Background: an optimization exercise with open tools, aiming at small area. Do not read the settings as production practice. Only simulation tests tie the RTL to the original design; equivalence was not proved. The clock port is modelled as an ideal driver; clocking choices that lean on that would not hold on a real chip. Power and IR drop assume default switching activity.

==> module IR_RECEIVE, before the edit <==
module IR_RECEIVE(iCLK, iRST_n, iIRDA, oDATA_READY, oCMD);
input               iCLK;
input               iRST_n;
input               iIRDA;
output              oDATA_READY;
output      [7:0]   oCMD;
localparam IDLE = 2'b00, GUIDANCE = 2'b01, DATAREAD = 2'b10;
localparam [12:0] B_IDLE = 13'b0100100000100,
                  B_GUID = 13'b0101101100100,
                  C625   = 13'b0101010010000,
                  C1297  = 13'b0000110001011;
reg     [1:0]   state, state_nx;
reg     [12:0]  cnt;
reg             flag;
reg     [5:0]   bitcount;
reg             T;           
reg     [7:0]   R;           
reg             M;           
reg             data_ready;
wire        z      = (cnt[11:0] == 12'd0);
wire        tc     = cnt[12] & z;
wire        fb     = cnt[12] ^ cnt[7] ^ cnt[6] ^ cnt[5] ^ z;
wire [12:0] cnt_nx = {cnt[11:0], fb};
always @(*) begin
    case (state)
        IDLE:     state_nx = tc ? GUIDANCE : IDLE;
        GUIDANCE: state_nx = tc ? DATAREAD : GUIDANCE;
        DATAREAD: state_nx = (tc || (bitcount == 6'd33)) ? IDLE : DATAREAD;
        default:  state_nx = IDLE;
    endcase
end
reg [12:0] base;
always @(*) begin
    case (state)
        IDLE:     base = B_IDLE;
        GUIDANCE: base = B_GUID;
        default:  base = 13'd0;
    endcase
end
wire chg  = (state_nx != state);
wire cond = (state == IDLE) ? ~iIRDA : iIRDA;
wire rd   = (state == DATAREAD);
wire sh   = rd && (cnt == C625);
wire st1  = rd && (cnt == C1297);
wire push = (bitcount <= 6'd24);
wire rot  = (bitcount >= 6'd25) && (bitcount <= 6'd31);
wire neq  = T ^ R[0];
always @(posedge iCLK or negedge iRST_n)
    if (!iRST_n) begin
        state    <= IDLE;
        flag     <= 1'b0;
        cnt      <= 13'd0;
        bitcount <= 6'd0;
        data_ready <= 1'b0;
    end
    else begin
        state <= state_nx;
        flag  <= cond & ~chg;
        cnt   <= flag ? cnt_nx : base;
        if (rd) begin
            if (sh) bitcount <= bitcount + 6'd1;
        end
        else
            bitcount <= 6'd0;
        data_ready <= (bitcount == 6'd32) && M && neq;
    end
always @(posedge iCLK) begin
    if (sh)       T <= 1'b0;
    else if (st1) T <= 1'b1;
    if (sh) begin
        if (push)     R <= {T, R[7:1]};
        else if (rot) R <= {R[0], R[7:1]};
    end
    if (!rd)
        M <= 1'b1;
    else if (sh && rot)
        M <= M & neq;
end
assign oDATA_READY = data_ready;
assign oCMD = {R[0], R[7:1]};
endmodule
Settings: LEC_CHECK=0, CAP_MARGIN=20, CORE_MARGIN=2, CORE_UTILIZATION=40, SLEW_MARGIN=20, BUFFER_PORTS_ARGS=-buffer_cell sky130_fd_sc_hd__buf_1, CTS_ARGS=-sink_clustering_enable -repair_clock_nets -dont_use_dummy_load -buf_list sky130_fd_sc_hd__clkbuf_4, POST_CTS_TCL=/design/flow/flow/post_cts.tcl; clock period 10.0 ns.
standard.sh (not shown) runs the stock make flow with config.mk's settings and CLKGATE_MAP_FILE= SYNTH_SCRIPT=/design/flow/synth_recipe.tcl, a recipe that flattens the netlist after the stock synthesis.
==> flow/flow/run.sh <==
#!/bin/bash
# The standard layout (standard.sh) with two changes:
#  - synthesis runs ABC with an area-oriented script (flow/abc_area.script);
#  - the port buffers are sky130_fd_sc_hd__buf_1;
#  - CTS adds no dummy loads to the clock tree and builds it from
#    sky130_fd_sc_hd__clkbuf_4; flow/post_cts.tcl then makes the root and
#    the leaves with 10 or more sinks sky130_fd_sc_hd__clkbuf_8.
set -euo pipefail
W=$PWD
sed "s#SYNTH_SCRIPT=[^ ]*#SYNTH_SCRIPT=$W/flow/my_synth.tcl#" standard.sh > my_standard.sh
echo 'export BUFFER_PORTS_ARGS = -buffer_cell sky130_fd_sc_hd__buf_1' >> config.mk
echo 'export CTS_ARGS = -sink_clustering_enable -repair_clock_nets -dont_use_dummy_load -buf_list sky130_fd_sc_hd__clkbuf_4' >> config.mk
echo "export POST_CTS_TCL = $W/flow/post_cts.tcl" >> config.mk
export MY_ABC_SCRIPT=$W/flow/abc_area.script
export FLOW_SYNTH=$W/synth_recipe.tcl
bash my_standard.sh > flow.log 2>&1
==> flow/flow/abc_area.script <==
&get -n
&st
&deepsyn -T 20 -S 1
&st
&dch -f
&nf -R 1000 -a
&put
==> flow/flow/my_synth.tcl <==
# The standard synthesis (synth_recipe.tcl), with ABC's mapping script
# replaced by abc_area.script; registers are mapped before ABC and are untouched.
proc abc {args} {
  set i [lsearch -exact $args -script]
  if {$i >= 0} { lset args [expr {$i + 1}] $::env(MY_ABC_SCRIPT) }
  yosys abc {*}$args
}
source $::env(FLOW_SYNTH)
==> flow/flow/post_cts.tcl <==
# Upsize the clock tree's root and its heavily loaded leaf buffers.
set changed 0
foreach inst [get_cells clkbuf_*] {
  set out [get_pins -of_objects $inst -filter "direction==output"]
  set fo [llength [get_pins -of_objects [get_nets -of_objects $out] -filter "direction==input"]]
  if { [get_property $inst name] == "clkbuf_0_clk" || $fo >= 10 } {
    puts "post_cts: [get_property $inst name] fanout $fo -> clkbuf_8"
    replace_cell $inst sky130_fd_sc_hd__clkbuf_8
    incr changed
  }
}
if { $changed } {
  detailed_placement
  check_placement -verbose
  estimate_parasitics -placement
}
Change:
--- a/flow/design.v
+++ b/flow/design.v
@@ -108,27 +108,28 @@
 wire st1  = rd && (cnt == C1297);
 wire push = (bitcount <= 6'd24);
 wire rot  = (bitcount >= 6'd25) && (bitcount <= 6'd31);
 wire neq  = T ^ R[0];
+wire [5:0] bitcount_nx = !rd ? 6'd0 : sh ? bitcount + 6'd1 : bitcount;
 always @(posedge iCLK or negedge iRST_n)
     if (!iRST_n) begin
-        state    <= IDLE;
-        flag     <= 1'b0;
-        cnt      <= 13'd0;
-        bitcount <= 6'd0;
+        state      <= IDLE;
+        flag       <= 1'b0;
+        cnt[12]    <= 1'b0;
+        bitcount[5] <= 1'b0;
         data_ready <= 1'b0;
     end
     else begin
-        state <= state_nx;
-        flag  <= cond & ~chg;
-        cnt   <= flag ? cnt_nx : base;
-        if (rd) begin
-            if (sh) bitcount <= bitcount + 6'd1;
-        end
-        else
-            bitcount <= 6'd0;
+        state      <= state_nx;
+        flag       <= cond & ~chg;
+        cnt[12]    <= flag ? cnt_nx[12] : base[12];
+        bitcount[5] <= bitcount_nx[5];
         data_ready <= (bitcount == 6'd32) && M && neq;
     end
+always @(posedge iCLK) begin
+    cnt[11:0]      <= flag ? cnt_nx[11:0] : base[11:0];
+    bitcount[4:0]  <= bitcount_nx[4:0];
+end
 always @(posedge iCLK) begin
     if (sh)       T <= 1'b0;
     else if (st1) T <= 1'b1;
     if (sh) begin
What happened:
- via count fell by 3.3%
- global-route usage fell by 1.1 points
- fmax fell by 3.4%
- area after synthesis fell by 4.3%
- die area fell by 4.1%
- cell count fell by 3.2%
- total power fell by 2.5%
- worst setup slack gets worse by 0.15 ns
- register-to-register slack gets worse by 0.23 ns
- core utilization rose by 0.31 points

==> what the ideal ports hide <==
The results above use ideal ports. As a check the final layouts listed here were re-extracted and re-timed, cells and wires unchanged.
Step 1 assumes that a clkbuf_16 drives the clock port and a buf_2 every other input.
Step 2 times the ports against the registers' clock, not the clock port: input delays grow and output delays shrink by t, the midpoint of the rising clock arrivals with the driver on.
Three values: ideal ports, drivers, drivers and shift; two values: the first two.
run | t (ns) | slack for setup (ns) | slew at the worst register clock pin (ns)
the first run | 0.353 | 5.876 / 5.846 / 6.199 | 0.10 / 0.10
the second run | 0.356 | 5.730 / 5.701 / 6.057 | 0.09 / 0.09
After both steps every run listed still meets setup and hold.
